This design comes from an exercise in tuning for small area on the open sky130 flow, not from production work. At most, simulation tests tie the RTL to the original design; equivalence was not proved. For runs 1, 2, 5 and 7, only the layout was checked, not whether the RTL still works. No run shown here takes its clock network from TritonCTS; it comes from the design's own scripts or RTL. The clock input has no modelled driver; a real chip could not lean on it and would need a root buffer or a full tree. Power is estimated from default activity; no workload was simulated.

--- design/flow/flow/run.sh ---
#!/bin/bash
# The standard layout, except:
#  - the port buffers are the smallest buffer (buf_1) rather than the default
#  - the clock tree is built by flow/mycts.tcl: the clock port drives three
#    clkbuf_16, each driving a third of the flip-flops, split by position
set -euo pipefail
P="BUFFER_PORTS_ARGS=-buffer_cell sky130_fd_sc_hd__buf_1"
bash standard.sh "$P" place > standard_place.log 2>&1
bash standard.sh "$P" run RUN_SCRIPT=$PWD/flow/mycts.tcl RUN_LOG_NAME_STEM=4_1_cts \
  MYCTS_NBUF=3 MYCTS_BUF=sky130_fd_sc_hd__clkbuf_16 MYCTS_CLKNET=CLOCK_50 > mycts.log 2>&1
bash standard.sh "$P" finish > standard_finish.log 2>&1
--- design/flow/flow/mycts.tcl ---
# Clock tree built by hand: the clock port drives NBUF clock buffers, each of
# which drives one group of flip-flops (groups split by position).
utl::set_metrics_stage "cts__{}"
source $::env(SCRIPTS_DIR)/load.tcl
erase_non_stage_variables cts
load_design 3_place.odb 3_place.sdc

set nbuf $::env(MYCTS_NBUF)
set bufm $::env(MYCTS_BUF)

set db [ord::get_db]
set block [ord::get_db_block]
set clk_port_net [$block findNet $::env(MYCTS_CLKNET)]
set master [$db findMaster $bufm]

# sinks with their positions
set sinks {}
foreach it [$clk_port_net getITerms] {
  set inst [$it getInst]
  set loc [$inst getLocation]
  set m [$inst getMaster]
  set x [expr {[lindex $loc 0] + [$m getWidth] / 2}]
  set y [expr {[lindex $loc 1] + [$m getHeight] / 2}]
  lappend sinks [list $it $x $y]
}
puts "mycts: [llength $sinks] sinks, $nbuf buffers of $bufm"

# split into nbuf groups: recursive bisection for powers of two, else
# strips along the longer side of the sink region
proc split_groups { sinks n dir } {
  if { $n <= 1 } { return [list $sinks] }
  set idx [expr {$dir == 0 ? 1 : 2}]
  set s [lsort -integer -index $idx $sinks]
  if { $n % 2 == 1 } {
    set out {}
    set len [llength $s]
    for {set k 0} {$k < $n} {incr k} {
      set lo [expr {$k * $len / $n}]
      set hi [expr {($k + 1) * $len / $n - 1}]
      lappend out [lrange $s $lo $hi]
    }
    return $out
  }
  set half [expr {[llength $s] / 2}]
  set a [lrange $s 0 [expr {$half - 1}]]
  set b [lrange $s $half end]
  set nd [expr {1 - $dir}]
  return [concat [split_groups $a [expr {$n / 2}] $nd] [split_groups $b [expr {$n / 2}] $nd]]
}
set groups [split_groups $sinks $nbuf 0]

set i 0
foreach g $groups {
  set sx 0; set sy 0
  foreach s $g { incr sx [lindex $s 1]; incr sy [lindex $s 2] }
  set cx [expr {$sx / [llength $g]}]
  set cy [expr {$sy / [llength $g]}]
  set inst [odb::dbInst_create $block $master "clkbuf_hand_$i"]
  set net [odb::dbNet_create $block "clknet_hand_$i"]
  $net setSigType CLOCK
  foreach s $g {
    set it [lindex $s 0]
    $it disconnect
    $it connect $net
  }
  [$inst findITerm A] connect $clk_port_net
  [$inst findITerm X] connect $net
  $inst setLocation [expr {$cx - [$master getWidth] / 2}] [expr {$cy - [$master getHeight] / 2}]
  $inst setPlacementStatus PLACED
  puts "mycts: buffer $i drives [llength $g] sinks at ($cx, $cy)"
  incr i
}

set_placement_padding -global \
  -left $::env(CELL_PAD_IN_SITES_DETAIL_PLACEMENT) \
  -right $::env(CELL_PAD_IN_SITES_DETAIL_PLACEMENT)
detailed_placement
set_propagated_clock [all_clocks]
estimate_parasitics -placement
report_clock_skew
report_check_types -max_slew -max_capacitance -violators
# slew at the flip-flop clock pins
for {set j 0} {$j < $i} {incr j} {
  set pins [get_pins -of_objects [get_nets clknet_hand_$j] -filter "direction==input"]
  set p [lindex $pins end]
  report_slews $p
}


if { !$::env(SKIP_CTS_REPAIR_TIMING) } {
  repair_timing_helper
  set result [catch { detailed_placement } msg]
  if { $result != 0 } {
    error "Detailed placement failed in CTS: $msg"
  }
  check_placement -verbose
}
report_metrics 4 "cts final"
orfs_write_db $::env(RESULTS_DIR)/4_1_cts.odb
orfs_write_sdc $::env(RESULTS_DIR)/4_cts.sdc
--- design/flow/standard.sh ---
#!/bin/bash
# synth_recipe.tcl (not shown) runs the flow's synth.tcl, then flattens the netlist and writes it again
# the make line also repeats each setting of config.mk as NAME=value (left out here)
make -C /OpenROAD-flow-scripts/flow DESIGN_CONFIG=/design/flow/config.mk WORK_HOME=/design/flow/orfs CLKGATE_MAP_FILE= SYNTH_SCRIPT=/design/flow/synth_recipe.tcl "${@:-finish}"
--- design/flow/config.mk ---
export PLATFORM = sky130hd
export DESIGN_NAME = ALD_miami
export DESIGN_NICKNAME = ALD_miami
export VERILOG_FILES = /design/flow/design.v
export SDC_FILE = /design/flow/constraint.sdc
export NUM_CORES = 4
export LEC_CHECK = 0
export CAP_MARGIN = 20
export CORE_MARGIN = 2
export CORE_UTILIZATION = 65
export PLACE_DENSITY = 0.75
export SLEW_MARGIN = 20
--- design/flow/constraint.sdc ---
create_clock -name core_clock -period 50.0 [get_ports {CLOCK_50}]
set_input_delay 10.0000 -clock core_clock [delete_from_list [all_inputs] [get_ports {CLOCK_50}]]
set_output_delay 10.0000 -clock core_clock [all_outputs]
set_load 0.01 [all_outputs]
--- design/flow/design.v ---
module ALD_miami(
    SW,
    RST_N,
    CLOCK_50,
    LEDR
);
input [7:1]SW;
input RST_N;
input CLOCK_50;
output [6:0]LEDR;
wire clk = CLOCK_50;
wire rst = RST_N;
reg [5:0] rung;
wire r0  = (rung == 6'd0);
wire r1  = (rung == 6'd1);
wire r2  = (rung == 6'd2);
wire r6  = (rung == 6'd6);
wire r7  = (rung == 6'd7);
wire r38 = (rung == 6'd38);
reg started;                 
reg mstart, mfc, tok;
reg vacpumps;                
reg ps0, ps1, ps2;           
reg tonp1_in, trig11, trig21, trig71, trig81;
reg [3:0] cyc_acc;           
reg cyc_ep;                  
reg SV1, SV4, VV1, VV2, heaterson, reactorheater, mfcwater;
assign LEDR = {mfcwater, reactorheater, heaterson, VV2, VV1, SV4, SV1};
reg [38:0] ring1;
reg [12:0] ring2;
reg [12:0] ring3;
reg cy1, cy2, cy3;
wire seg_tonp1  = (rung <= 6'd10);
wire seg_tvac1  = (rung >= 6'd11) & (rung <= 6'd22);
wire seg_twater = (rung >= 6'd23) & (rung <= 6'd33);
wire seg_tpvac  = (rung >= 6'd34) & (rung <= 6'd37);
wire first1     = r0 | (rung == 6'd11) | (rung == 6'd23) | (rung == 6'd34);
wire act1       = ~r38;
wire en1  = (seg_tonp1 & tonp1_in) | (seg_tvac1 & trig11) | (seg_twater & trig21) | (seg_tpvac & mstart);
wire sat1 = seg_tvac1 ? (ring1[11] & ring1[2] & ring1[1]) :
            seg_tpvac ? (ring1[3] & ring1[1] & ring1[0]) :
                        (ring1[10] & ring1[1] & ring1[0]);
wire old1 = ring1[0] & started;
wire cin1 = first1 ? ~(sat1 & started) : cy1;
wire nb1  = act1 ? (en1 & (old1 ^ cin1)) : svac1_n;
wire first2 = (rung == 6'd13);
wire sat2   = ring2[12] & ring2[3] & ring2[0];
wire cin2   = first2 ? ~sat2 : cy2;
wire nb2    = trig71 & (ring2[0] ^ cin2);
wire act3   = (rung >= 6'd15) & (rung <= 6'd24);
wire first3 = (rung == 6'd15);
wire sat3   = ring3[9] & ring3[1];
wire old3   = ring3[0] & started;
wire cin3   = first3 ? ~(sat3 & started) : cy3;
wire nb3    = act3 ? (tok & (old3 ^ cin3)) :
              r0   ? (SW[2] | cyc_dn) :
              r1   ? ~SW[7] :
              r38  ? svac2_n : ring3[0];
always @(posedge clk) begin
    ring1 <= {nb1, ring1[38:1]};
    ring2 <= {nb2, ring2[12:1]};
    ring3 <= {nb3, ring3[12:1]};
    cy1 <= old1 & cin1;
    cy2 <= ring2[0] & cin2;
    cy3 <= old3 & cin3;
end
wire tonp1_ge   = ring1[11] & ring1[2];      
wire tonp1_b0   = ring1[1];
wire tvac1_ge   = ring1[23] & ring1[14];     
wire tvac1_b0   = ring1[12];
wire twater_ge  = ring1[34] & ring1[25];     
wire twater_b0  = ring1[24];
wire tvacw_ge   = ring2[0] & ring2[4];       
wire tvacw_b0   = ring2[1];
wire tvacw_ge3  = ring2[0] & (ring2[4] | (ring2[3] & ring2[2] & ring2[1]));  
wire tpvac_sat  = ring1[30] & ring1[28] & ring1[27] & started;
wire pulse_sat  = ring3[4] & ring3[9];
wire svac1      = ring1[0];
wire mstop_r2   = ring3[11];
wire mstop      = ring3[1];
wire heat       = ring3[2];
wire svac2      = ring3[0];
wire svac1_n    = trig11 & ~tvac1_ge;
wire svac2_n    = trig71 & ~tvacw_ge3;
wire startpos  = ps1 & ~ps2;
wire sv11      = tonp1_in & ~tonp1_ge;
wire sv1_start = tonp1_ge & ~tonp1_b0;
wire tonp1_n   = (trig81 & ~cyc_ep) | ps1 | sv11;
wire trig11_n  = sv1_start | (trig11 & ~startpos & ~trig81);
wire trig21_n  = (tvac1_ge & tvac1_b0) | (trig21 & ~startpos & ~trig81);
wire sw_tt     = trig21 & ~twater_ge;
wire trig71_n  = (trig21_n & twater_ge & ~twater_b0) | (trig71 & ~startpos & ~trig81);
wire trig81_n  = tvacw_ge & ~tvacw_b0;
wire cyc_res   = cyc_acc[3] & cyc_acc[1] & cyc_acc[0];
wire cyc_full  = cyc_acc[3] & cyc_acc[1] & ~cyc_acc[0];
wire cyc_dn    = cyc_ep & ~cyc_res;
wire cyc_inc   = trig81 & ~cyc_full;
wire [3:0] cyc_acc31 = cyc_res ? 4'd0 : cyc_acc + {3'd0, cyc_inc};
wire cyc_full31 = cyc_acc31[3] & cyc_acc31[1];
always @(posedge clk) begin
    if (r7) begin
        ps0 <= tok & ~pulse_sat;
        vacpumps <= mstart & (~tpvac_sat | (vacpumps & ~tok));
    end
end
always @(posedge clk or negedge rst) begin
    if (rst == 1'b0) begin
        rung <= 6'd0;
        started <= 1'b0;
        mstart <= 1'b0;
        mfc <= 1'b0; tok <= 1'b0;
        ps1 <= 1'b0; ps2 <= 1'b0;
        tonp1_in <= 1'b0; trig11 <= 1'b0; trig21 <= 1'b0; trig71 <= 1'b0; trig81 <= 1'b0;
        cyc_acc <= 4'd0; cyc_ep <= 1'b0;
        SV1 <= 1'b0; SV4 <= 1'b0; VV1 <= 1'b0; VV2 <= 1'b0;
        heaterson <= 1'b0; reactorheater <= 1'b0; mfcwater <= 1'b0;
    end
    else begin
        rung <= r38 ? 6'd0 : rung + 6'd1;
        if (r2) mstart <= (~SW[1] & ~SW[3]) | (mstart & ~SW[2] & ~mstop_r2);
        if (r6) mfc <= mstart & (~SW[5] | (SW[6] & mfc));
        if (r7) begin
            tok <= mstart & (~SW[4] | tok);
        end
        if (r38) begin
            started <= 1'b1;
            ps1 <= ps0; ps2 <= ps1;
            tonp1_in <= tonp1_n;
            trig11 <= trig11_n;
            trig21 <= trig21_n;
            trig71 <= trig71_n;
            trig81 <= trig81_n;
            cyc_acc <= startpos ? 4'd11 : cyc_acc31;
            cyc_ep <= trig81 ? cyc_full31 : cyc_dn;
            SV1 <= mstart & sv11;
            SV4 <= mstart & sw_tt;
            VV1 <= mstart & (vacpumps | svac1);
            VV2 <= mstart & (vacpumps | svac2);
            heaterson <= heat;
            reactorheater <= (mstart | reactorheater) & ~mstop;
            mfcwater <= mfc;
        end
    end
end
endmodule
==> out/metrics.yaml, run 1 <==
status: "timing/DRC/antenna clean"
path_delay_family: "flip-flops"
criticalPathCategory: "reg2out"
die_area_mm2: 0.005700
grt_pass1_wl_um: 8521
cp_data_required_time_ns: 40.00
synth-main-ff-cell: "dfxtp_1"
final_core_util: 0.6891
arrival_ns: 0.70
endpoint_kind: "output pin"
met3_usage: 0.01058
top_usage_layer: "met2"
min_period_over_period: 0.2140
synth_nets: 315
final_net_count: 318
p_comb_frac: 0.015
synth_compound_area_frac: 0.1126
track_usage: 0.1903
finalWeightedCongestion: 0.8070
num_vias: 2008
wl_per_cell_um: 14.85
slew_headroom: 0.6094
power_frac_seq: 0.721
cp-start-kind: "flop"
slowest_delay_ns: 0.40
avgSynthCellArea_um2: 11.19
ys_seq_area_frac: 0.6461
crit_buf_inv: 1
swShare: 0.1777
final_hold_viol_count: 0
p_leak_uw: 0.001388
die_w_um: 75.50
finalClockSkew_ns: 0.01474
cts.clk_slew.worst_paths_ns: 0.12
drt_iter0_markers: 117
synth_edf_count: 2
grt-ovfl-total: 0
grt_max_degree: 34
max_freq_mhz: 93.47
use_met2: 0.3179
hold_class: "reg2reg"
drc_errors: 0
yosys.area_share.simple: 0.1536
finalCriticalPeriod_ns: 10.70
tns_ns: 0
coreArea_mm2: 0.005010
io_buffers: 15
peakVddDrop_uv: 38.78
critPathMaxFanout: 2
viasPerCell: 5.457
routed_wl_um: 5463
p_int_uw: 91.91
ios: 16
syn_to_final_growth_pct: 3.878
critPathSlowestCell: "dfrtp_1"
layout-drive-gt1-share: 0.04027
antenna_cells: 0
netlist_area_mm2: 0.003323
nFillCells: 393
max_cap_viol_count: 0
clkPwrFrac: 0.264
synth_fa_ha_area_frac: 0.03389
antenna_found_initial: 0
die_h_um: 75.50
num_rows: 26
rsz0062_at_grt: "false"
synth.mux.area_fraction: 0.006777
post_cts_buffers: 0
start_util: 0.6633
finalSetupViolCount: 0
cts-resized-gates: 0
dr.pass1.iters: 4
synth_cell_type_count: 49
ant_nets: 0
synth-seq-cells: 99
tightest_slew_ns: 0.5859
p_per_area_mw_per_mm2: 32.38
hpwl_um: 3755
synth_xor_xnor_area_share: 0.007907
async_reset_ff_frac: 0.2929
grt_pass1_vias: 1777
fin_hold_ws_ns: 0.3218
clk_latency_ns: 0.17
grt_use_met1: 0.2889
netlist_instances: 297
slew_violations: 0
cp_cell_sequence: "buf_1"
cts-hold-fix-buffers: 0
synth_top_family_by_area: "simple AND/OR/NAND/NOR gates"
synth_warnings: 1
p_switching_uw: 19.86
-- registers in the layout, indices dropped and copies added (netlist names), 4 cells and up --
name,count
cyc_acc,4
ring2,13
rung,6
ring3,13
ring1,39
-- cell usage after synthesis (all sizes together), types with 9 or more instances --
library cell,n,area share
dfxtp,68,0.41
nand2,38,0.043
dfrtp,29,0.22
o21ai,22,0.034
nor2,15,0.017
buf,13,0.026
nand3,10,0.015
a21oi,9,0.014
ha,9,0.034
-- metal layers --
layer / wire length, um / up-vias
met3: 116 / 2
met2: 2572 / 30
met5: 0 / -
li1: - / 1019
met4: 38 / 0
met1: 2736 / 957
-- layout make-up --
class	instances	area, um^2	share of cell area
inverters	6	22.52	0.006524
repair buffers	17	71.32	0.02066
plain buffers	3	75.07	0.02175
multi-input cells	173	1049	0.3037
flip-flops and latches	99	2147	0.6220
well taps	70	87.58	0.02537
-- worst paths after layout --
check,slack [ns],from,to,depth (start not counted)
worst max-delay path,39.30,SV4,LEDR[1],1
worst min-delay path,0.32,ring1[38],ring1[37],0
worst max register to register,47.22,rung[2],ring1[38],8
worst min register to register,0.32,ring1[38],ring1[37],0
max in group asynchronous,39.72,RST_N,mstart,2
min in group asynchronous,9.67,RST_N,cyc_acc[2],1
-- cell families after synthesis --
family,count (synthesis)
flip-flops,99
buffers and inverters,25
adder cells (fa/ha/maj),9
AND/OR/NAND/NOR,101
multiplexers,2
XOR/XNOR,3
AO/OA/AOI/OAI,58
-- worst register-to-register path: cells and delay by family, from the launching register on --
family	cells	cell delay, ns
and+or+nand+nor	2	0.81
AOI/OAI and AO/OA	4	0.62
DFF	1	0.61
muxes	1	0.34
adders and majority gates	1	0.30
-- placed cells by master, fill, tap and decap left out, types with 9 or more instances in the layout --
cell,instances
ha_1,9
nor2_1,15
nand2_1,38
dfxtp_1,68
o21ai_0,20
nand3_1,10
a21oi_1,9
buf_1,15
dfrtp_1,29
-- power by group through the flow --
stage	sequential [uW]	combinational (uW)	clock, uW
after global routing	80.7	1.97	32.4
after CTS	80.6	1.75	29.8
final	80.6	1.69	29.5
after floorplan	82.0	1.17	0
after global placement	82.3	1.69	0
after detailed placement	82.3	1.74	0
-- stage by stage --
stage	instances	worst slack [ns]	instance area, um^2	total power [uW]
detailed placement	365	39.40	3374	84.05
finish	368	39.30	3452	111.8
floorplan	297	39.51	3323	83.21
global route	368	39.25	3452	115.1
global placement	365	39.42	3374	83.99
==> run 2, diff against run 1 <==
==> design/flow/config.mk (replaced) <==
export PLATFORM = sky130hd
export DESIGN_NAME = ALD_miami
export DESIGN_NICKNAME = ALD_miami
export VERILOG_FILES = /design/flow/design.v
export SDC_FILE = /design/flow/constraint.sdc
export NUM_CORES = 4
export LEC_CHECK = 0
export CAP_MARGIN = 0
export CORE_MARGIN = 2
export CORE_UTILIZATION = 40
export SLEW_MARGIN = 0
==> run 2 against run 1 <==
Net effect:
- still clean
- maximum frequency down 0.25%
- first-iteration DRC count grew 60%
- critical path depth stayed put
- core utilization decreased by 26 points
- synthesized cell count stayed put
- design area grew 1.2%
- clock skew shrank 0.0049 ns
- routed wire length grew 6.8%
- largest power group unchanged
- highest routed layer unchanged
==> out/metrics.yaml, run 2 <==
async_reset_ff_frac: 0.2929  # unchanged
grt-ovfl-total: 0  # unchanged
fin_hold_ws_ns: 0.3297  # +0.007910 ns
avgSynthCellArea_um2: 11.19  # unchanged
antenna_found_initial: 0  # unchanged
clk_latency_ns: 0.17  # about the same
cp_cell_sequence: "buf_1"
synth_cell_type_count: 49  # unchanged
synth_top_area_frac: 0.4096  # unchanged
finalSetupViolCount: 0  # unchanged
path_delay_family: "flip-flops"
ios: 16  # unchanged
slew_headroom: 0.2750  # -0.3344
p_leak_uw: 0.001386  # about the same
synth-seq-cells: 99  # unchanged
arrival_ns: 0.73  # +0.03 ns
final_core_util: 0.4295  # -0.2596
synth-main-ff-cell: "dfxtp_1"
final_net_count: 318  # unchanged
num_rows: 33  # +27%
cts-hold-fix-buffers: 0  # unchanged
finalWeightedCongestion: 0.7666  # -5.0%
netlist_instances: 297  # unchanged
grt_max_degree: 34  # unchanged
dp_cells: 400  # +9.6%
worst-r2r-setup-slack_ns: 47.09  # -0.13 ns
peakVddDrop_uv: 30.22  # -22%
nFillCells: 775  # +97%
synth_area_leaders: "dfxtp_1 41%, dfrtp_1 22%, nand2_1 4.3%"
largest_reg_flops: 39  # unchanged
track_usage: 0.1291  # -0.06125
cp-start-kind: "flop"
synth_warnings: 1  # unchanged
criticalPathCategory: "reg2out"
drt_iter0_markers: 187  # +60%
layout-drive-gt1-share: 0.03691  # -0.003356
pre_cts_ws_ns: 39.39  # -0.004600 ns
p_per_area_mw_per_mm2: 32.08  # -0.91%
tns_ns: 0  # unchanged
swShare: 0.1798  # +0.002099
slowest_delay_ns: 0.42  # +0.02 ns
yosysTopAreaCell: "dfxtp_1"
p_int_uw: 91.92  # about the same
min_period_over_period: 0.2145  # +0.0005440
p_switching_uw: 20.15  # +1.5%
synth_common_cells: "68 x dfxtp_1, 38 x nand2_1, 29 x dfrtp_1, 20 x o21ai_0, 15 x nor2_1"
fin_cells: 403  # +9.5%
coreArea_mm2: 0.008134  # +62%
io_buffers: 15  # unchanged
viasPerCell: 4.973  # -8.9%
wl_per_cell_um: 14.47  # -2.5%
final_hold_viol_count: 0  # unchanged
max_cap_viol_count: 0  # unchanged
cts.clk_slew.worst_paths_ns: 0.12  # about the same
setup_ws_ns: 39.27  # -0.02720 ns
post_cts_buffers: 0  # unchanged
syn_to_final_growth_pct: 5.120
final_cell_mix: "68 x dfxtp_1, 38 x nand2_1, 29 x dfrtp_1"
crit_buf_inv: 1  # unchanged
hpwl_um: 4115  # +9.6%
clkPwrFrac: 0.266  # +0.002
p_comb_frac: 0.015  # about the same
status: "timing/DRC/antenna clean"
start_util: 0.4086  # -0.2548
power_frac_seq: 0.719  # -0.002
drc_errors: 0  # unchanged
cp_data_required_time_ns: 40.00  # about the same
finalCriticalPeriod_ns: 10.73  # +0.02720 ns
grt_pass1_wl_um: 9432  # +11%
routed_wl_um: 5833  # +6.8%
endpoint_kind: "output pin"
tightest_slew_ns: 1.088  # +0.5016 ns
die_w_um: 95.15  # +26%
hold_class: "reg2reg"
dr.pass1.iters: 4  # unchanged
die_h_um: 95.15  # +26%
largest_register: "ring1"
num_vias: 2004  # -0.20%
cts-resized-gates: 0  # unchanged
critPathSlowestCell: "dfrtp_1"
synth_edf_count: 2  # unchanged
rsz0062_at_grt: "false"
die_area_mm2: 0.009054  # +59%
register_area_mm2: 0.002147  # unchanged
slew_violations: 0  # unchanged
critPathMaxFanout: 2  # unchanged
max_freq_mhz: 93.23  # -0.25%
reg_top3: "ring1: 39 flops, ring2: 13 flops, ring3: 13 flops"
final_common_cell: "dfxtp_1"
multi_input_area_mm2: 0.001046  # -0.24%
grt_pass1_vias: 1914  # +7.7%
netlist_area_mm2: 0.003323  # unchanged
synth_nets: 315  # unchanged
ys_seq_area_frac: 0.6461  # unchanged
synth.most_common_cell: "dfxtp_1"
antenna_cells: 0  # unchanged
ant_nets: 0  # unchanged
finalClockSkew_ns: 0.009804  # -0.004938 ns
-- run 2: area by class of cell --
type                            instances  area share
Buffer                                  3     0.02149
Inverter                                6    0.006447
Multi-Input combinational cell        173      0.2994
Sequential cell                        99      0.6146
Tap cell                              105     0.03761
Timing Repair Buffer                   17     0.02042
-- run 2: cells by family after synthesis --
logic type,after synthesis,synth area share
AO/OA/AOI/OAI,58,0.1126
XOR/XNOR,3,0.007908
adder cells (fa/ha/maj),9,0.03389
buffers and inverters,25,0.03916
flip-flops,99,0.6461
multiplexers,2,0.006777
AND/OR/NAND/NOR,101,0.1536
-- run 2: per-stage QoR --
step	total power [uW]	cell area [um^2]
final	112.1	3493
after global routing	116.3	3493
after detailed placement	84.11	3418
after global placement	84.01	3418
after floorplan	83.21	3323
-- run 2: routing by layer --
| layer | share of wire | GRT usage | vias to the layer above |
|---|---|---|---|
| met5 | 0 | 0 | - |
| met3 | 0.025 | 0.007905 | 4 |
| met4 | 0.0098 | 0.01087 | 0 |
| met1 | 0.51 | 0.1878 | 956 |
| li1 | - | - | 1021 |
| met2 | 0.46 | 0.2207 | 23 |
-- run 2: path summary, 6_finish.rpt --
check | start | cells past startpoint | end
max | SV4 | 1 | LEDR[1]
max in group asynchronous | RST_N | 2 | rung[1]
min | ring2[9] | 0 | ring2[8]
max reg2reg | rung[2] | 8 | ring1[38]
min reg2reg | ring2[9] | 0 | ring2[8]
min in group asynchronous | RST_N | 1 | cyc_acc[1]
-- run 2: power groups by stage --
stage	Combinational [uW]	Sequential, uW	Clock (uW)
after global routing	1.96	80.7	33.6
after global placement	1.69	82.3	0
after detailed placement	1.77	82.3	0
after CTS	1.79	80.6	31.2
final	1.70	80.6	29.8
after floorplan	1.17	82.0	0
==> run 3, diff against run 2 <==
--- a/design/flow/design.v
+++ b/design/flow/design.v
@@ -19,7 +19,6 @@
 wire r38 = (rung == 6'd38);
 reg started;                 
 reg mstart, mfc, tok;
-reg vacpumps;                
 reg ps0, ps1, ps2;           
 reg tonp1_in, trig11, trig21, trig71, trig81;
 reg [3:0] cyc_acc;           
@@ -38,7 +37,7 @@
 wire act1       = ~r38;
 wire en1  = (seg_tonp1 & tonp1_in) | (seg_tvac1 & trig11) | (seg_twater & trig21) | (seg_tpvac & mstart);
 wire sat1 = seg_tvac1 ? (ring1[11] & ring1[2] & ring1[1]) :
-            seg_tpvac ? (ring1[3] & ring1[1] & ring1[0]) :
+            seg_tpvac ? (ring1[3] & ring1[2]) :
                         (ring1[10] & ring1[1] & ring1[0]);
 wire old1 = ring1[0] & started;
 wire cin1 = first1 ? ~(sat1 & started) : cy1;
@@ -73,8 +72,10 @@
 wire tvacw_ge   = ring2[0] & ring2[4];       
 wire tvacw_b0   = ring2[1];
 wire tvacw_ge3  = ring2[0] & (ring2[4] | (ring2[3] & ring2[2] & ring2[1]));  
-wire tpvac_sat  = ring1[30] & ring1[28] & ring1[27] & started;
 wire pulse_sat  = ring3[4] & ring3[9];
+wire tpvac_sat  = ring1[38] & ring1[37];     
+wire pulse_b9   = ring3[12];
+wire vacpumps   = mstart & (~tpvac_sat | ~(ps0 | pulse_b9));
 wire svac1      = ring1[0];
 wire mstop_r2   = ring3[11];
 wire mstop      = ring3[1];
@@ -100,7 +101,6 @@
 always @(posedge clk) begin
     if (r7) begin
         ps0 <= tok & ~pulse_sat;
-        vacpumps <= mstart & (~tpvac_sat | (vacpumps & ~tok));
     end
 end
 always @(posedge clk or negedge rst) begin
==> design/flow/flow/run.sh (replaced) <==
#!/bin/bash
# The standard layout, except:
#  - the port buffers are the smallest buffer (buf_1) rather than the default
#  - the clock tree is built by flow/mycts.tcl: the clock port drives four
#    clkbuf_16, each driving a quarter of the flip-flops, split by position
set -euo pipefail
P="BUFFER_PORTS_ARGS=-buffer_cell sky130_fd_sc_hd__buf_1"
bash standard.sh "$P" place > standard_place.log 2>&1
bash standard.sh "$P" run RUN_SCRIPT=$PWD/flow/mycts.tcl RUN_LOG_NAME_STEM=4_1_cts \
  MYCTS_NBUF=4 MYCTS_BUF=sky130_fd_sc_hd__clkbuf_16 MYCTS_CLKNET=CLOCK_50 > mycts.log 2>&1
bash standard.sh "$P" finish > standard_finish.log 2>&1
--- a/design/flow/config.mk
+++ b/design/flow/config.mk
@@ -5,7 +5,7 @@
 export SDC_FILE = /design/flow/constraint.sdc
 export NUM_CORES = 4
 export LEC_CHECK = 0
-export CAP_MARGIN = 0
+export CAP_MARGIN = 20
 export CORE_MARGIN = 2
 export CORE_UTILIZATION = 40
-export SLEW_MARGIN = 0
+export SLEW_MARGIN = 20
==> run 3 against run 2 <==
Net effect:
- synthesized area rose by 0.23%
- critical path type unchanged
- critical path depth did not move
- combinational power is 11% lower
- routed wire length fell by 3.9%
==> out/metrics.yaml, run 3 <==
cp_cell_sequence: "buf_1"
layout-drive-gt1-share: 0.05137  # +0.01446
track_usage: 0.1274  # -0.001680
largest_register: "ring1"
min_period_over_period: 0.2136  # -0.0009340
finalClockSkew_ns: 0.01376  # +0.003957 ns
start_util: 0.4095  # +0.0009229
drc_errors: 0  # unchanged
synth-seq-cells: 98  # -1.0%
die_area_mm2: 0.009073  # +0.21%
final_cell_mix: "68 x dfxtp_1, 38 x nand2_1, 29 x dfrtp_1"
rsz0062_at_grt: "false"
startpoint: "VV1"
tightest_slew_ns: 0.7593  # -0.3282 ns
reg_top3: "ring1: 39 flops, ring2: 13 flops, ring3: 13 flops"
final_core_util: 0.4284  # -0.001076
grt-ovfl-total: 0  # unchanged
io_buffers: 15  # unchanged
finalSetupViolCount: 0  # unchanged
ys_seq_area_frac: 0.6356  # -0.01047
async_reset_ff_frac: 0.2959  # +0.002989
yosysTopAreaCell: "dfxtp_1"
grt_max_degree: 31  # -8.8%
cp_data_required_time_ns: 40.00  # about the same
largest_reg_flops: 39  # unchanged
die_w_um: 95.25  # +0.11%
cts-hold-fix-buffers: 0  # unchanged
netlist_instances: 292  # -1.7%
synth_warnings: 1  # unchanged
cts.clk_slew.worst_paths_ns: 0.09  # -0.03 ns
die_h_um: 95.25  # +0.11%
rr_startpoint: "rung[1]"
slew_headroom: 0.4938  # +0.2188
post_cts_buffers: 0  # unchanged
avgSynthCellArea_um2: 11.41  # +1.9%
antenna_found_initial: 0  # unchanged
slowest_delay_ns: 0.39  # -0.03 ns
p_per_area_mw_per_mm2: 32.87  # +2.5%
synth_cell_type_count: 51  # +4.1%
max_freq_mhz: 93.64  # +0.44%
drt_iter0_markers: 146  # -22%
hpwl_um: 3897  # -5.3%
endpoint_kind: "output pin"
synth.most_common_cell: "dfxtp_1"
crit_buf_inv: 1  # unchanged
finalWeightedCongestion: 0.7886  # +2.9%
hold_class: "reg2reg"
arrival_ns: 0.68  # -0.05 ns
hp-start: "ring1[26]"
synth_common_cells: "68 x dfxtp_1, 38 x nand2_1, 29 x dfrtp_1, 21 x o21ai_0, 15 x nor2_1"
routed_wl_um: 5604  # -3.9%
slew_violations: 0  # unchanged
p_leak_uw: 0.001414  # +2.0%
peakVddDrop_uv: 29.43  # -2.6%
criticalPathCategory: "reg2out"
critical_path_depth: 1  # unchanged
max_cap_viol_count: 0  # unchanged
tns_ns: 0  # unchanged
synth_nets: 310  # -1.6%
num_rows: 33  # unchanged
synth_top_area_frac: 0.4087  # -0.0009233
r2r.worst_path.cells: 11  # +3
whs_path_depth: 0  # unchanged
synth-main-ff-cell: "dfxtp_1"
critPathSlowestCell: "dfrtp_1"
grt_pass1_wl_um: 9335  # -1.0%
clk_latency_ns: 0.16  # about the same
final_net_count: 312  # -1.9%
num_vias: 1993  # -0.55%
cp-start-kind: "flop"
synth_edf_count: 1  # -1
netlist_area_mm2: 0.003331  # +0.23%
path_delay_family: "flip-flops"
syn_to_final_growth_pct: 4.621
final_common_cell: "dfxtp_1"
final_hold_viol_count: 0  # unchanged
finalCriticalPeriod_ns: 10.68  # -0.04670 ns
grt_pass1_vias: 1852  # -3.2%
viasPerCell: 5.020  # +0.95%
cts-resized-gates: 0  # unchanged
antenna_cells: 0  # unchanged
coreArea_mm2: 0.008134  # unchanged
nFillCells: 787  # +1.5%
synth_area_leaders: "dfxtp_1 41%, dfrtp_1 22%, nand2_1 4.3%"
wl_per_cell_um: 14.12  # -2.5%
ant_nets: 0  # unchanged
status: "timing/DRC/antenna clean"
critPathMaxFanout: 2  # unchanged
dr.pass1.iters: 5  # +1
ios: 16  # unchanged
worst-r2r-setup-slack_ns: 47.50  # +0.41 ns
[run 3: cell types whose count changed after synthesis, sizes merged, moves of 2 or more]
cell and delta:
nor2b -3, a21oi +3, nor3b -2, nand4 -3, buf +4, clkbuf -4, a21o +2
[run 3: worst paths after layout]
kind,end
min in group asynchronous,heaterson
max in group asynchronous,tonp1_in
worst min register to register,ring1[25]
worst max register to register,ring1[38]
worst min-delay path,ring1[25]
worst max-delay path,LEDR[2]
[run 3: routing by layer]
metal  share of wire  routed length, um  track usage
met5               0                  0            0
met4           0.016                 87      0.01691
met3           0.033                185     0.006324
met2            0.45               2543       0.2060
met1            0.50               2787       0.1939
[run 3: report_power, final]
part,internal (uW),switching [uW],total (uW)
Combinational,0.510,1.01,1.52
Clock,14.7,18.9,33.5
Sequential,79.0,0.476,79.5
Total,94.2,20.3,115
[run 3: logic make-up after synthesis]
kind of cell | count (synthesis) | share of synthesized area
adder cells (fa/ha/maj) | 9 | 0.03381
AO/OA/AOI/OAI | 61 | 0.1221
buffers and inverters | 25 | 0.04733
XOR/XNOR | 3 | 0.007890
multiplexers | 2 | 0.006386
AND/OR/NAND/NOR | 94 | 0.1469
flip-flops | 98 | 0.6356
[run 3: per-stage QoR]
step	cells	power [uW]	hold slack [ns]	instance area [um^2]	worst slack, ns
floorplan	292	81.99	0.3096	3331	39.51
global placement	393	82.82	0.3118	3385	39.36
detailed placement	393	82.86	0.3121	3385	39.36
global route	397	118.7	0.3231	3485	39.26
finish	397	114.6	0.3173	3485	39.32
[run 3: cell type report]
type,count,area [um^2],area share
Buffer,4,100.1,0.02873
Inverter,6,22.52,0.006463
Multi-Input combinational cell,169,1056,0.3031
Sequential cell,98,2117,0.6075
Tap cell,105,131.4,0.03770
Timing Repair Buffer,15,57.56,0.01652
==> run 4, diff against run 3 <==
==> design/flow/flow/run.sh (replaced) <==
#!/bin/bash
# The standard layout, except:
#  - the port buffers are the smallest buffer (buf_1) rather than the default
#  - the clock tree is built by flow/mycts.tcl: the clock port drives four
#    buf_12, each driving a quarter of the flip-flops, split by position
set -euo pipefail
P="BUFFER_PORTS_ARGS=-buffer_cell sky130_fd_sc_hd__buf_1"
bash standard.sh "$P" place > standard_place.log 2>&1
bash standard.sh "$P" run RUN_SCRIPT=$PWD/flow/mycts.tcl RUN_LOG_NAME_STEM=4_1_cts \
  MYCTS_NBUF=4 MYCTS_BUF=sky130_fd_sc_hd__buf_12 MYCTS_CLKNET=CLOCK_50 > mycts.log 2>&1
bash standard.sh "$P" finish > standard_finish.log 2>&1
==> run 4 against run 3 <==
Net effect:
- still clean on timing, DRC and antenna
- global-route usage about the same
- design area decreased by 0.57%
- routed wire length decreased by 0.37%
- via count decreased by 0.90%
- maximum frequency increased by 0.22%
- sequential power about the same
- combinational power about the same
- setup slack improved by 0.023 ns
- cell count unchanged
- core utilization decreased by 0.25 points
==> out/metrics.yaml, run 4 <==
p_int_uw: 92.61  # -1.7%
ant_nets: 0  # unchanged
synth-seq-cells: 98  # unchanged
num_rows: 33  # unchanged
syn_to_final_growth_pct: 4.019
hold_class: "reg2reg"
avgSynthCellArea_um2: 11.41  # unchanged
synth_cell_type_count: 51  # unchanged
cp_cell_sequence: "buf_1"
die_h_um: 95.25  # unchanged
ios: 16  # unchanged
yosysTopAreaCell: "dfxtp_1"
wl_per_cell_um: 14.06  # -0.37%
rsz0062_at_grt: "false"
cts-resized-gates: 0  # unchanged
dr.pass1.iters: 4  # -1
synth_warnings: 1  # unchanged
cts.clk_slew.worst_paths_ns: 0.10  # about the same
largest_register: "ring1"
p_per_area_mw_per_mm2: 32.58  # -0.88%
critPathMaxFanout: 2  # unchanged
synth_common_cells: "68 x dfxtp_1, 38 x nand2_1, 29 x dfrtp_1, 21 x o21ai_0, 15 x nor2_1"
setup_ws_ns: 39.34  # +0.02320 ns
crit_buf_inv: 1  # unchanged
async_reset_ff_frac: 0.2959  # unchanged
post_cts_buffers: 0  # unchanged
grt_max_degree: 31  # unchanged
final_hold_viol_count: 0  # unchanged
viasPerCell: 4.975  # -0.90%
p_leak_uw: 0.001403  # -0.83%
largest_reg_flops: 39  # unchanged
clk_latency_ns: 0.13  # -0.03 ns
num_vias: 1975  # -0.90%
swShare: 0.1796  # +0.002013
grt_pass1_vias: 1844  # -0.43%
synth_area_leaders: "dfxtp_1 41%, dfrtp_1 22%, nand2_1 4.3%"
multi_input_area_mm2: 0.001056  # unchanged
fin_cells: 397  # unchanged
status: "timing/DRC/antenna clean"
dp_cells: 393  # unchanged
grt-ovfl-total: 0  # unchanged
clkPwrFrac: 0.282  # -0.011
max_freq_mhz: 93.85  # +0.22%
finalWeightedCongestion: 0.7886  # unchanged
coreArea_mm2: 0.008134  # unchanged
antenna_cells: 0  # unchanged
register_area_mm2: 0.002117  # unchanged
netlist_instances: 292  # unchanged
slew_violations: 0  # unchanged
path_delay_family: "flip-flops"
slew_headroom: 0.4947  # +0.0008620
p_switching_uw: 20.28  # -0.34%
io_buffers: 15  # unchanged
endpoint_kind: "output pin"
synth.most_common_cell: "dfxtp_1"
routed_wl_um: 5583  # -0.37%
antenna_found_initial: 0  # unchanged
drc_errors: 0  # unchanged
criticalPathCategory: "reg2out"
critPathSlowestCell: "dfrtp_1"
die_area_mm2: 0.009073  # unchanged
die_w_um: 95.25  # unchanged
netlist_area_mm2: 0.003331  # unchanged
power_frac_seq: 0.705  # +0.011
finalClockSkew_ns: 0.01421  # +0.0004470 ns
cp_data_required_time_ns: 40.00  # about the same
synth_top_area_frac: 0.4087  # unchanged
reg_top3: "ring1: 39 flops, ring2: 13 flops, ring3: 13 flops"
max_cap_viol_count: 0  # unchanged
slowest_delay_ns: 0.40  # about the same
tns_ns: 0  # unchanged
arrival_ns: 0.66  # -0.02 ns
synth_edf_count: 1  # unchanged
final_net_count: 312  # unchanged
cts-hold-fix-buffers: 0  # unchanged
min_period_over_period: 0.2131  # -0.0004640
tightest_slew_ns: 0.7580  # -0.001293 ns
pre_cts_ws_ns: 39.36  # unchanged
final_cell_mix: "68 x dfxtp_1, 38 x nand2_1, 29 x dfrtp_1"
layout-drive-gt1-share: 0.05137  # unchanged
hpwl_um: 3897  # unchanged
p_comb_frac: 0.013  # about the same
start_util: 0.4095  # unchanged
finalSetupViolCount: 0  # unchanged
synth-main-ff-cell: "dfxtp_1"
peakVddDrop_uv: 22.38  # -24%
nFillCells: 791  # +0.51%
cp-start-kind: "flop"
drt_iter0_markers: 157  # +7.5%
grt_pass1_wl_um: 9321  # -0.15%
finalCriticalPeriod_ns: 10.66  # -0.02320 ns
ys_seq_area_frac: 0.6356  # unchanged
final_common_cell: "dfxtp_1"
synth_nets: 310  # unchanged
track_usage: 0.1272  # -0.0002108
-- run 4: cell counts after synthesis --
Identical to the previous run, type by type.
-- run 4: layer usage --
metal	up-vias	part of all wire	GRT usage
met5	-	0	0
met4	0	0.016	0.01812
met3	6	0.029	0.006324
met2	26	0.45	0.2042
met1	947	0.50	0.1942
li1	996	-	-
-- run 4: stage by stage --
stage,util,hold WS [ns],area (um^2),total power [uW]
floorplan,-,0.3096,3331,81.99
global placement,0.4161,0.3118,3385,82.82
finish,0.4259,0.3161,3465,112.9
global route,0.4259,0.3229,3465,117.0
detailed placement,0.4161,0.3121,3385,82.86
-- run 4: final timing paths --
path | start | end | slack [ns] | cells past startpoint
worst max-delay path | VV1 | LEDR[2] | 39.34 | 1
min in group asynchronous | RST_N | mfcwater | 9.91 | 1
worst max register to register | rung[1] | ring1[38] | 47.50 | 11
worst min-delay path | ring1[26] | ring1[25] | 0.32 | 0
worst min register to register | ring1[26] | ring1[25] | 0.32 | 0
max in group asynchronous | RST_N | tonp1_in | 39.61 | 1
-- run 4: cells by family (layout without fill, tap and decap cells) --
| logic type | count (synthesis) | in the layout | synth area share |
|---|---|---|---|
| simple gates | 94 | 94 | 0.1469 |
| buf+inv | 25 | 25 | 0.04733 |
| compound gates | 61 | 61 | 0.1221 |
| mux | 2 | 2 | 0.006386 |
| flops | 98 | 98 | 0.6356 |
| fa+ha+maj | 9 | 9 | 0.03381 |
| xor+xnor | 3 | 3 | 0.007890 |
-- run 4: area by class of cell --
class                           count  share of cell area
Inverter                            6            0.006501
Sequential cell                    98              0.6111
Multi-Input combinational cell    169              0.3048
Timing Repair Buffer               15             0.01661
Tap cell                          105             0.03792
Buffer                              4             0.02311
-- run 4: power groups by stage --
stage / Clock (uW) / Sequential, uW / Combinational, uW
final: 31.8 / 79.5 / 1.52
after floorplan: 0 / 81.0 / 1.01
after detailed placement: 0 / 81.3 / 1.58
after global placement: 0 / 81.3 / 1.56
after global routing: 35.6 / 79.6 / 1.80
after CTS: 32.8 / 79.6 / 1.59
==> run 5, diff against run 4 <==
--- a/design/flow/design.v
+++ b/design/flow/design.v
@@ -29,11 +29,11 @@
 reg [12:0] ring2;
 reg [12:0] ring3;
 reg cy1, cy2, cy3;
-wire seg_tonp1  = (rung <= 6'd10);
-wire seg_tvac1  = (rung >= 6'd11) & (rung <= 6'd22);
-wire seg_twater = (rung >= 6'd23) & (rung <= 6'd33);
-wire seg_tpvac  = (rung >= 6'd34) & (rung <= 6'd37);
-wire first1     = r0 | (rung == 6'd11) | (rung == 6'd23) | (rung == 6'd34);
+wire seg_tvac1  = (rung <= 6'd11);
+wire seg_tpvac  = (rung >= 6'd12) & (rung <= 6'd15);
+wire seg_tonp1  = (rung >= 6'd16) & (rung <= 6'd26);
+wire seg_twater = (rung >= 6'd27);
+wire first1     = r0 | (rung == 6'd12) | (rung == 6'd16) | (rung == 6'd27);
 wire act1       = ~r38;
 wire en1  = (seg_tonp1 & tonp1_in) | (seg_tvac1 & trig11) | (seg_twater & trig21) | (seg_tpvac & mstart);
 wire sat1 = seg_tvac1 ? (ring1[11] & ring1[2] & ring1[1]) :
@@ -63,17 +63,17 @@
     cy2 <= ring2[0] & cin2;
     cy3 <= old3 & cin3;
 end
-wire tonp1_ge   = ring1[11] & ring1[2];      
-wire tonp1_b0   = ring1[1];
-wire tvac1_ge   = ring1[23] & ring1[14];     
-wire tvac1_b0   = ring1[12];
-wire twater_ge  = ring1[34] & ring1[25];     
-wire twater_b0  = ring1[24];
+wire tvac1_ge   = ring1[12] & ring1[3];      
+wire tvac1_b0   = ring1[1];
+wire tonp1_ge   = ring1[27] & ring1[18];     
+wire tonp1_b0   = ring1[17];
+wire twater_ge  = ring1[38] & ring1[29];     
+wire twater_b0  = ring1[28];
 wire tvacw_ge   = ring2[0] & ring2[4];       
 wire tvacw_b0   = ring2[1];
 wire tvacw_ge3  = ring2[0] & (ring2[4] | (ring2[3] & ring2[2] & ring2[1]));  
 wire pulse_sat  = ring3[4] & ring3[9];
-wire tpvac_sat  = ring1[38] & ring1[37];     
+wire tpvac_sat  = ring1[16] & ring1[15];     
 wire pulse_b9   = ring3[12];
 wire vacpumps   = mstart & (~tpvac_sat | ~(ps0 | pulse_b9));
 wire svac1      = ring1[0];
==> run 5 against run 4 <==
Net effect:
- maximum frequency shrank 0.19%
- sequential share of layout area rose by 1.6 points
- setup slack got worse by 0.020 ns
- via count fell by 2.3%
- largest cell class unchanged
- flip-flop and latch count unchanged
==> out/metrics.yaml, run 5 <==
status: "timing/DRC/antenna clean"
holdPathEnd: "ring1[3]"
nFillCells: 766  # -3.2%
worst-r2r-setup-slack_ns: 47.80  # +0.30 ns
largest_register: "ring1"
min_period_over_period: 0.2135  # +0.0004040
tightest_slew_ns: 0.7701  # +0.01208 ns
hp-start: "ring1[4]"
final_hold_viol_count: 0  # unchanged
die_h_um: 93.61  # -1.7%
final_cell_mix: "68 x dfxtp_1, 31 x nand2_1, 29 x dfrtp_1"
crit_buf_inv: 1  # unchanged
final_common_cell: "dfxtp_1"
synth_cell_type_count: 46  # -9.8%
synth_top_area_frac: 0.4238  # +0.01513
io_buffers: 15  # unchanged
grt_max_degree: 35  # +13%
cts-resized-gates: 0  # unchanged
slew_headroom: 0.4866  # -0.008052
p_per_area_mw_per_mm2: 33.27  # +2.1%
avgSynthCellArea_um2: 11.35  # -0.50%
synth.most_common_cell: "dfxtp_1"
whs_path_depth: 0  # unchanged
fin_hold_ws_ns: 0.3245  # +0.008453 ns
cts-hold-fix-buffers: 0  # unchanged
largest_reg_flops: 39  # unchanged
syn_to_final_growth_pct: 5.142
synth_common_cells: "68 x dfxtp_1, 32 x nand2_1, 29 x dfrtp_1, 18 x o21ai_1"
endpoint_kind: "output pin"
critPathMaxFanout: 2  # unchanged
multi_input_area_um2: 964.7  # -8.6%
slew_violations: 0  # unchanged
drt_iter0_markers: 132  # -16%
start_util: 0.4135  # +0.004023
wl_per_cell_um: 14.16  # +0.66%
r2r_end: "ring3[12]"
async_reset_ff_frac: 0.2959  # unchanged
track_usage: 0.1286  # +0.001421
slowest_delay_ns: 0.39  # about the same
cp_data_required_time_ns: 40.00  # about the same
clk_latency_ns: 0.13  # about the same
cts.clk_slew.worst_paths_ns: 0.09  # about the same
routed_wl_um: 5464  # -2.1%
peakVddDrop_uv: 27.22  # +22%
power_frac_seq: 0.708  # +0.003
path_delay_family: "flip-flops"
synth_area_leaders: "dfxtp_1 42%, dfrtp_1 23%, nand2_1 3.7%"
tns_ns: 0  # unchanged
hold_class: "reg2reg"
layout-drive-gt1-share: 0.03521  # -0.01616
synth-main-ff-cell: "dfxtp_1"
synth_warnings: 1  # unchanged
num_rows: 32  # -3.0%
viasPerCell: 4.997  # +0.45%
num_vias: 1929  # -2.3%
synth_edf_count: 1  # unchanged
clkPwrFrac: 0.278  # -0.004
rsz0062_at_grt: "false"
cp-start-kind: "flop"
reg_top3: "ring1: 39 flops, ring2: 13 flops, ring3: 13 flops"
p_comb_frac: 0.014  # about the same
rr_startpoint: "rung[0]"
final_net_count: 303  # -2.9%
dr.pass1.iters: 4  # unchanged
synth-seq-cells: 98  # unchanged
max_freq_mhz: 93.67  # -0.19%
drc_errors: 0  # unchanged
ys_seq_area_frac: 0.6591  # +0.02352
criticalPathCategory: "reg2out"
max_cap_viol_count: 0  # unchanged
post_cts_buffers: 0  # unchanged
grt_pass1_vias: 1856  # +0.65%
grt_pass1_wl_um: 9142  # -1.9%
critPathSlowestCell: "dfrtp_1"
r2r.worst_path.cells: 6  # -5
ant_nets: 0  # unchanged
yosysTopAreaCell: "dfxtp_1"
die_area_mm2: 0.008762  # -3.4%
cp_cell_sequence: "buf_1"
netlist_area_mm2: 0.003212  # -3.6%
p_int_uw: 92.65  # about the same
synth_nets: 300  # -3.2%
p_leak_uw: 0.001394  # -0.58%
die_w_um: 93.61  # -1.7%
finalCriticalPeriod_ns: 10.68  # +0.02020 ns
swShare: 0.1754  # -0.004192
antenna_cells: 0  # unchanged
hpwl_um: 3755  # -3.6%
fin_cells: 386  # -2.8%
register_area_mm2: 0.002117  # unchanged
ios: 16  # unchanged
arrival_ns: 0.68  # +0.02 ns
finalWeightedCongestion: 0.7992  # +1.3%
grt-ovfl-total: 0  # unchanged
finalClockSkew_ns: 0.008209  # -0.005998 ns
netlist_instances: 283  # -3.1%
p_switching_uw: 19.71  # -2.8%
dp_cells: 382  # -2.8%
finalSetupViolCount: 0  # unchanged
antenna_found_initial: 0  # unchanged
coreArea_mm2: 0.007767  # -4.5%
==> run 5: cell families (layout without fill, tap and decap cells) <==
family | after synthesis | count (layout) | synth area share
multiplexers | 3 | 3 | 0.009739
adder cells (fa/ha/maj) | 8 | 8 | 0.03117
AND/OR/NAND/NOR | 83 | 83 | 0.1293
flip-flops | 98 | 98 | 0.6591
buffers and inverters | 26 | 27 | 0.04129
XOR/XNOR | 3 | 3 | 0.008182
AO/OA/AOI/OAI | 62 | 62 | 0.1212
==> run 5: per-layer routing <==
metal	global-route usage	part of all wire	vias up
met3	0.02579	0.062	11
met2	0.1948	0.41	31
met5	0	0	-
li1	-	-	975
met1	0.1920	0.50	912
met4	0.02536	0.025	0
==> run 5: power by group through the flow <==
stage,clock network [uW],registers (uW),logic (uW)
2_1_floorplan,0,81.0,1.07
3_3_place_gp,0,81.3,1.61
3_5_place_dp,0,81.3,1.66
4_1_cts,32.3,79.6,1.66
5_1_grt,35.2,79.6,1.85
6_report,31.2,79.6,1.57
==> run 5: layout make-up <==
type,count,share of cell area
buffer,4,0.02371
tap,102,0.03779
inverter,8,0.008892
multi-input combinational,159,0.2857
timing repair buffer,15,0.01704
sequential,98,0.6269
==> run 5: how the worst max path moves through the flow <==
stage	startpoint	slack (ns)	cells after the start	end
after global placement	RST_N	39.37	1	reactorheater
after detailed placement	RST_N	39.35	1	heaterson
final	reactorheater	39.32	1	LEDR[5]
after CTS	reactorheater	39.33	1	LEDR[5]
after global routing	reactorheater	39.31	1	LEDR[5]
after floorplan	SV1	39.51	1	LEDR[0]
==> run 5: per-stage QoR <==
| step | util | worst slack, ns | total power, uW | instance area [um^2] |
|---|---|---|---|---|
| floorplan | - | 39.51 | 82.08 | 3212 |
| global placement | 0.4241 | 39.37 | 82.90 | 3294 |
| detailed placement | 0.4241 | 39.35 | 82.98 | 3294 |
| global route | 0.4348 | 39.31 | 116.7 | 3377 |
| finish | 0.4348 | 39.32 | 112.4 | 3377 |
==> run 6, diff against run 5 <==
--- a/design/flow/design.v
+++ b/design/flow/design.v
@@ -42,7 +42,7 @@
 wire old1 = ring1[0] & started;
 wire cin1 = first1 ? ~(sat1 & started) : cy1;
 wire nb1  = act1 ? (en1 & (old1 ^ cin1)) : svac1_n;
-wire first2 = (rung == 6'd13);
+wire first2 = r0;
 wire sat2   = ring2[12] & ring2[3] & ring2[0];
 wire cin2   = first2 ? ~sat2 : cy2;
 wire nb2    = trig71 & (ring2[0] ^ cin2);
==> run 6 against run 5 <==
Net effect:
- global-route usage is 0.21 points higher
- largest power group unchanged
- clock power is 1% higher
- critical path depth stayed put
- power is 0.20% higher
- critical endpoint is now LEDR[3]
==> out/metrics.yaml, run 6 <==
synth.most_common_cell: "dfxtp_1"
dr.pass1.iters: 4  # unchanged
critPathMaxFanout: 2  # unchanged
final_hold_viol_count: 0  # unchanged
largest_reg_flops: 39  # unchanged
multi_input_area_um2: 960.9  # -0.39%
setup_ws_ns: 39.34  # +0.01420 ns
synth_nets: 297  # -1.0%
synth-main-ff-cell: "dfxtp_1"
netlist_area_mm2: 0.003198  # -0.43%
p_total_uw: 112.6  # +0.20%
layout-drive-gt1-share: 0.03534  # +0.0001244
slowest_delay_ns: 0.40  # about the same
synth_area_leaders: "dfxtp_1 43%, dfrtp_1 23%, nand2_1 4.1%"
async_reset_ff_frac: 0.2959  # unchanged
criticalPathCategory: "reg2out"
synth_cell_type_count: 46  # unchanged
finalClockSkew_ns: 0.006626  # -0.001583 ns
coreArea_mm2: 0.007727  # -0.52%
die_area_mm2: 0.008726  # -0.41%
cts-hold-fix-buffers: 0  # unchanged
post_cts_buffers: 0  # unchanged
syn_to_final_growth_pct: 5.477
synth_edf_count: 1  # unchanged
hp-start: "ring1[20]"
grt_pass1_vias: 1924  # +3.7%
finalWeightedCongestion: 0.8042  # +0.63%
drc_errors: 0  # unchanged
grt-ovfl-total: 0  # unchanged
final_cell_mix: "68 x dfxtp_1, 35 x nand2_1, 29 x dfrtp_1"
peakVddDrop_uv: 23.65  # -13%
critPathSlowestCell: "dfrtp_1"
crit_buf_inv: 1  # unchanged
status: "timing/DRC/antenna clean"
synth_warnings: 1  # unchanged
cp_cell_sequence: "buf_1"
nFillCells: 733  # -4.3%
synth-seq-cells: 98  # unchanged
largest_register: "ring1"
slew_violations: 0  # unchanged
routed_wl_um: 5464  # unchanged
avgSynthCellArea_um2: 11.42  # +0.64%
tns_ns: 0  # unchanged
io_buffers: 15  # unchanged
register_area_mm2: 0.002117  # unchanged
path_delay_family: "flip-flops"
final_core_util: 0.4365  # +0.001766
viasPerCell: 4.935  # -1.2%
cp_data_required_time_ns: 40.00  # about the same
final_net_count: 302  # -0.33%
tightest_slew_ns: 0.9217  # +0.1516 ns
grt_max_degree: 30  # -14%
finalSetupViolCount: 0  # unchanged
ant_nets: 0  # unchanged
p_leak_uw: 0.001407  # +0.88%
synth_top_area_frac: 0.4257  # +0.001824
pre_cts_ws_ns: 39.33  # -0.01790 ns
min_period_over_period: 0.2132  # -0.0002840
max_cap_viol_count: 0  # unchanged
final_common_cell: "dfxtp_1"
rsz0062_at_grt: "false"
antenna_found_initial: 0  # unchanged
cts-resized-gates: 0  # unchanged
arrival_ns: 0.66  # -0.02 ns
die_w_um: 93.42  # -0.20%
netlist_instances: 280  # -1.1%
start_util: 0.4139  # about the same
endpoint_kind: "output pin"
num_rows: 32  # unchanged
wl_per_cell_um: 14.19  # +0.26%
grt_pass1_wl_um: 9377  # +2.6%
cp-start-kind: "flop"
reg_top3: "ring1: 39 flops, ring2: 13 flops, ring3: 13 flops"
worst-r2r-setup-slack_ns: 47.80  # about the same
rr_startpoint: "rung[0]"
drt_iter0_markers: 98  # -26%
track_usage: 0.1307  # +0.002090
ios: 16  # unchanged
slew_headroom: 0.3856  # -0.1010
die_h_um: 93.42  # -0.20%
clk_latency_ns: 0.13  # about the same
antenna_cells: 0  # unchanged
r2r_end: "ring3[12]"
p_per_area_mw_per_mm2: 33.38  # +0.31%
hold_class: "reg2reg"
yosysTopAreaCell: "dfxtp_1"
finalCriticalPeriod_ns: 10.66  # -0.01420 ns
ys_seq_area_frac: 0.6620  # +0.002837
num_vias: 1900  # -1.5%
hpwl_um: 3752  # about the same
synth_common_cells: "68 x dfxtp_1, 35 x nand2_1, 29 x dfrtp_1, 21 x o21ai_0, 15 x nor2_1"
max_freq_mhz: 93.79  # +0.13%
whs_path_depth: 0  # unchanged
holdPathEnd: "ring1[19]"
r2r.worst_path.cells: 9  # +3
cts.clk_slew.worst_paths_ns: 0.09  # about the same
## run 6: cell types whose count changed in the layout (fill, tap and decap cells not counted), moves of 4 or more
cell | before | now
a21oi_1 | 14 | 8
nand2_1 | 31 | 35
nand3_1 | 14 | 8
nand4_1 | 3 | 7
nor2_1 | 10 | 15
o21ai_0 | 6 | 21
o21ai_1 | 18 | 0
## run 6: worst max-delay path by stage
stage,start,to,cells past startpoint
floorplan,SV1,LEDR[0],1
global placement,RST_N,SV1,1
detailed placement,RST_N,SV1,1
CTS,VV2,LEDR[3],1
global route,VV2,LEDR[3],1
finish,VV2,LEDR[3],1
## run 6: layout make-up
class                   count  area share
inverters                   6    0.006677
multi-input cells         159      0.2849
plain buffers               4     0.02374
well taps                 102     0.03783
flip-flops and latches     98      0.6276
repair buffers             16     0.01929
## run 6: power breakdown
part,total [uW],switching (uW),internal (uW)
clock network,31.6,18.5,13.0
registers,79.6,0.509,79.1
logic,1.43,0.941,0.485
## run 6: stage by stage
step / instances / hold WS (ns) / cell area [um^2]
global placement: 381 / 0.3110 / 3293
floorplan: 280 / 0.3096 / 3198
global route: 385 / 0.3412 / 3373
detailed placement: 381 / 0.3121 / 3293
finish: 385 / 0.3331 / 3373
## run 6: layer usage
layer	vias up	GRT usage	wire, um
met4	0	0.01716	81
li1	959	-	-
met5	-	0	0
met3	6	0.01531	250
met1	910	0.1984	2848
met2	25	0.2056	2284
## run 6: kinds of logic (layout without fill, tap and decap cells)
| family | count (synthesis) | after routing | share of synthesized area |
|---|---|---|---|
| flops | 98 | 98 | 0.6620 |
| simple gates | 89 | 89 | 0.1354 |
| compound gates | 56 | 56 | 0.1158 |
| buf+inv | 23 | 26 | 0.03756 |
| fa+ha+maj | 8 | 8 | 0.03130 |
| xor+xnor | 3 | 3 | 0.008217 |
| mux | 3 | 3 | 0.009781 |
==> run 7, diff against run 6 <==
--- a/design/flow/design.v
+++ b/design/flow/design.v
@@ -46,8 +46,8 @@
 wire sat2   = ring2[12] & ring2[3] & ring2[0];
 wire cin2   = first2 ? ~sat2 : cy2;
 wire nb2    = trig71 & (ring2[0] ^ cin2);
-wire act3   = (rung >= 6'd15) & (rung <= 6'd24);
-wire first3 = (rung == 6'd15);
+wire act3   = (rung >= 6'd28) & (rung <= 6'd37);
+wire first3 = (rung == 6'd28);
 wire sat3   = ring3[9] & ring3[1];
 wire old3   = ring3[0] & started;
 wire cin3   = first3 ? ~(sat3 & started) : cy3;
==> run 7 against run 6 <==
Net effect:
- worst hold slack is essentially flat
- via count shrank 1.3%
- largest power group unchanged
- sequential power is essentially flat
- critical path depth is the same
- largest cell class unchanged
- routed wire length shrank 1.1%
- die area grew 0.45%
- synthesized cell count shrank 0.36%
- power is essentially flat
- critical path type unchanged
- design area grew 0.48%
==> out/metrics.yaml, run 7 <==
grt_max_degree: 30  # unchanged
yosysTopAreaCell: "dfxtp_1"
finalCriticalPeriod_ns: 10.66  # -0.005300 ns
pre_cts_ws_ns: 39.35  # +0.01940 ns
criticalPathCategory: "reg2out"
max_freq_mhz: 93.84  # about the same
finalClockSkew_ns: 0.01053  # +0.003907 ns
max_cap_viol_count: 0  # unchanged
cts.clk_slew.worst_paths_ns: 0.10  # about the same
final_cell_area_mm2: 0.003390  # +0.48%
grt_pass1_vias: 1852  # -3.7%
cp-start-kind: "flop"
largest_register: "ring1"
ant_nets: 0  # unchanged
final_common_cell: "dfxtp_1"
cts-hold-fix-buffers: 0  # unchanged
synth_edf_count: 1  # unchanged
slew_violations: 0  # unchanged
final_cell_mix: "68 x dfxtp_1, 35 x nand2_1, 29 x dfrtp_1"
cts-resized-gates: 0  # unchanged
finalSetupViolCount: 0  # unchanged
path_delay_family: "flip-flops"
die_h_um: 93.63  # +0.22%
synth_area_leaders: "dfxtp_1 42%, dfrtp_1 23%, nand2_1 4.1%"
synth_top_area_frac: 0.4237  # -0.001989
tns_ns: 0  # unchanged
clk_latency_ns: 0.13  # about the same
synth-seq-cells: 98  # unchanged
final_net_count: 302  # unchanged
arrival_ns: 0.66  # about the same
placed_area_mm2: 0.003309  # +0.49%
synth_cell_type_count: 47  # +2.2%
rsz0062_at_grt: "false"
finalWeightedCongestion: 0.7971  # -0.88%
ys_seq_area_frac: 0.6589  # -0.003093
dr.pass1.iters: 4  # unchanged
synth-main-ff-cell: "dfxtp_1"
final_hold_viol_count: 0  # unchanged
cp_data_required_time_ns: 40.00  # about the same
grt_pass1_wl_um: 9315  # -0.66%
post_cts_buffers: 0  # unchanged
nFillCells: 755  # +3.0%
dp_cells: 380  # -0.26%
tightest_slew_ns: 0.7640  # -0.1577 ns
largest_reg_flops: 39  # unchanged
layout-drive-gt1-share: 0.05674  # +0.02140
viasPerCell: 4.885  # -1.0%
track_usage: 0.1289  # -0.001747
netlist_instances: 279  # -0.36%
slew_headroom: 0.4907  # +0.1051
slowest_delay_ns: 0.39  # about the same
syn_to_final_growth_pct: 5.491  # about the same
peakVddDrop_uv: 24.40  # +3.1%
coreArea_mm2: 0.007767  # +0.52%
p_leak_uw: 0.001401  # -0.41%
die_w_um: 93.63  # +0.22%
num_rows: 32  # unchanged
antenna_cells: 0  # unchanged
drt_iter0_markers: 136  # +39%
async_reset_ff_frac: 0.2959  # unchanged
synth.most_common_cell: "dfxtp_1"
p_per_area_mw_per_mm2: 33.20  # -0.51%
avgSynthCellArea_um2: 11.52  # +0.83%
synth_warnings: 1  # unchanged
min_period_over_period: 0.2131  # about the same
cp_cell_sequence: "buf_1"
status: "timing/DRC/antenna clean"
hpwl_um: 3725  # -0.73%
endpoint_kind: "output pin"
critPathMaxFanout: 2  # unchanged
io_buffers: 15  # unchanged
synth_common_cells: "68 x dfxtp_1, 35 x nand2_1, 29 x dfrtp_1, 16 x nor2_1, 16 x o21ai_0"
die_area_mm2: 0.008766  # +0.45%
setup_ws_ns: 39.34  # +0.005300 ns
fin_cells: 384  # -0.26%
reg_top3: "ring1: 39 flops, ring2: 13 flops, ring3: 13 flops"
synth_nets: 297  # unchanged
drc_errors: 0  # unchanged
netlist_area_mm2: 0.003213  # +0.47%
grt-ovfl-total: 0  # unchanged
hold_class: "reg2reg"
critPathSlowestCell: "dfrtp_1"
ios: 16  # unchanged
routed_wl_um: 5402  # -1.1%
antenna_found_initial: 0  # unchanged
crit_buf_inv: 1  # unchanged
start_util: 0.4137  # about the same
num_vias: 1876  # -1.3%
wl_per_cell_um: 14.07  # -0.88%
run 7: cell types whose count changed in the layout (fill, tap and decap cells not counted), sizes merged, moves of 3 or more:
cell,previous run,this run
nand3,8,11
nand4,7,2
o21ai,21,16
o21a,3,0
a21oi,8,13
run 7: worst paths after layout:
kind / from / endpoint / slack, ns / depth (start not counted)
max: VV2 / LEDR[3] / 39.34 / 1
min: ring1[33] / ring1[32] / 0.33 / 0
max reg2reg: rung[2] / ring1[38] / 47.81 / 7
min reg2reg: ring1[33] / ring1[32] / 0.33 / 0
max in group asynchronous: RST_N / rung[2] / 39.58 / 1
min in group asynchronous: RST_N / mfc / 9.92 / 1
run 7: cell type report:
type                    count  area, um^2  area share
flip-flops and latches     98        2117      0.6246
multi-input cells         156       965.9      0.2850
well taps                 102       127.6     0.03765
plain buffers               4       80.08     0.02362
repair buffers             17       72.57     0.02141
inverters                   7       26.28    0.007752
run 7: logic make-up after synthesis:
group / after synthesis / share of synthesized area
xor+xnor: 4 / 0.01091
fa+ha+maj: 9 / 0.03505
compound gates: 55 / 0.1172
buf+inv: 25 / 0.04050
simple gates: 84 / 0.1242
flops: 98 / 0.6589
mux: 4 / 0.01324
run 7: metrics by stage:
stage,util,power [uW],hold WS (ns)
global route,0.4364,116.6,0.3386
floorplan,-,81.98,0.3096
finish,0.4364,112.5,0.3331
global placement,0.4261,82.77,0.3099
detailed placement,0.4261,82.83,0.3121
run 7: metal layers:
layer  vias up  share of wire  GRT usage
li1        953              -          -
met1       899           0.52     0.1962
met2        19           0.44     0.2068
met3         5          0.028    0.01289
met4         0          0.013    0.01329
met5         -              0          0
run 7: power by group:
group          internal, uW  switching, uW
Combinational         0.508          0.996
Clock                  13.0           18.5
Sequential             79.1          0.476

==> re-timing with driven ports <==
The flow's constraints put no driver on any port. The routed layouts listed below were extracted and timed again, unchanged, in two steps. Step 1 (the two cells are an assumption about what drives the block):
set clk [get_ports {CLOCK_50}]
set_driving_cell -lib_cell sky130_fd_sc_hd__clkbuf_16 $clk
set_driving_cell -lib_cell sky130_fd_sc_hd__buf_2 [delete_from_list [all_inputs] $clk]
Step 2 also shifts input and output timing later by t, the mid clock arrival at the registers, as if the neighbouring blocks saw the same clock. Slacks: ideal ports / drivers / drivers and shift; pairs: ideal ports / drivers.
run | t (ns) | setup slack, ns | worst slew at a driven data input, ns
run 1 | 0.226 | 39.301 / 39.243 / 39.403 | 0.03
run 2 | 0.231 | 39.274 / 39.212 / 39.394 | 0.03
run 3 | 0.227 | 39.321 / 39.247 / 39.370 | 0.03
run 4 | 0.208 | 39.344 / 39.264 / 39.368 | 0.03
run 5 | 0.208 | 39.324 / 39.240 / 39.355 | 0.03
run 6 | 0.207 | 39.338 / 39.258 / 39.435 | 0.04
run 7 | 0.209 | 39.343 / 39.263 / 39.375 | 0.03
After both steps setup and hold are still met in every run listed.
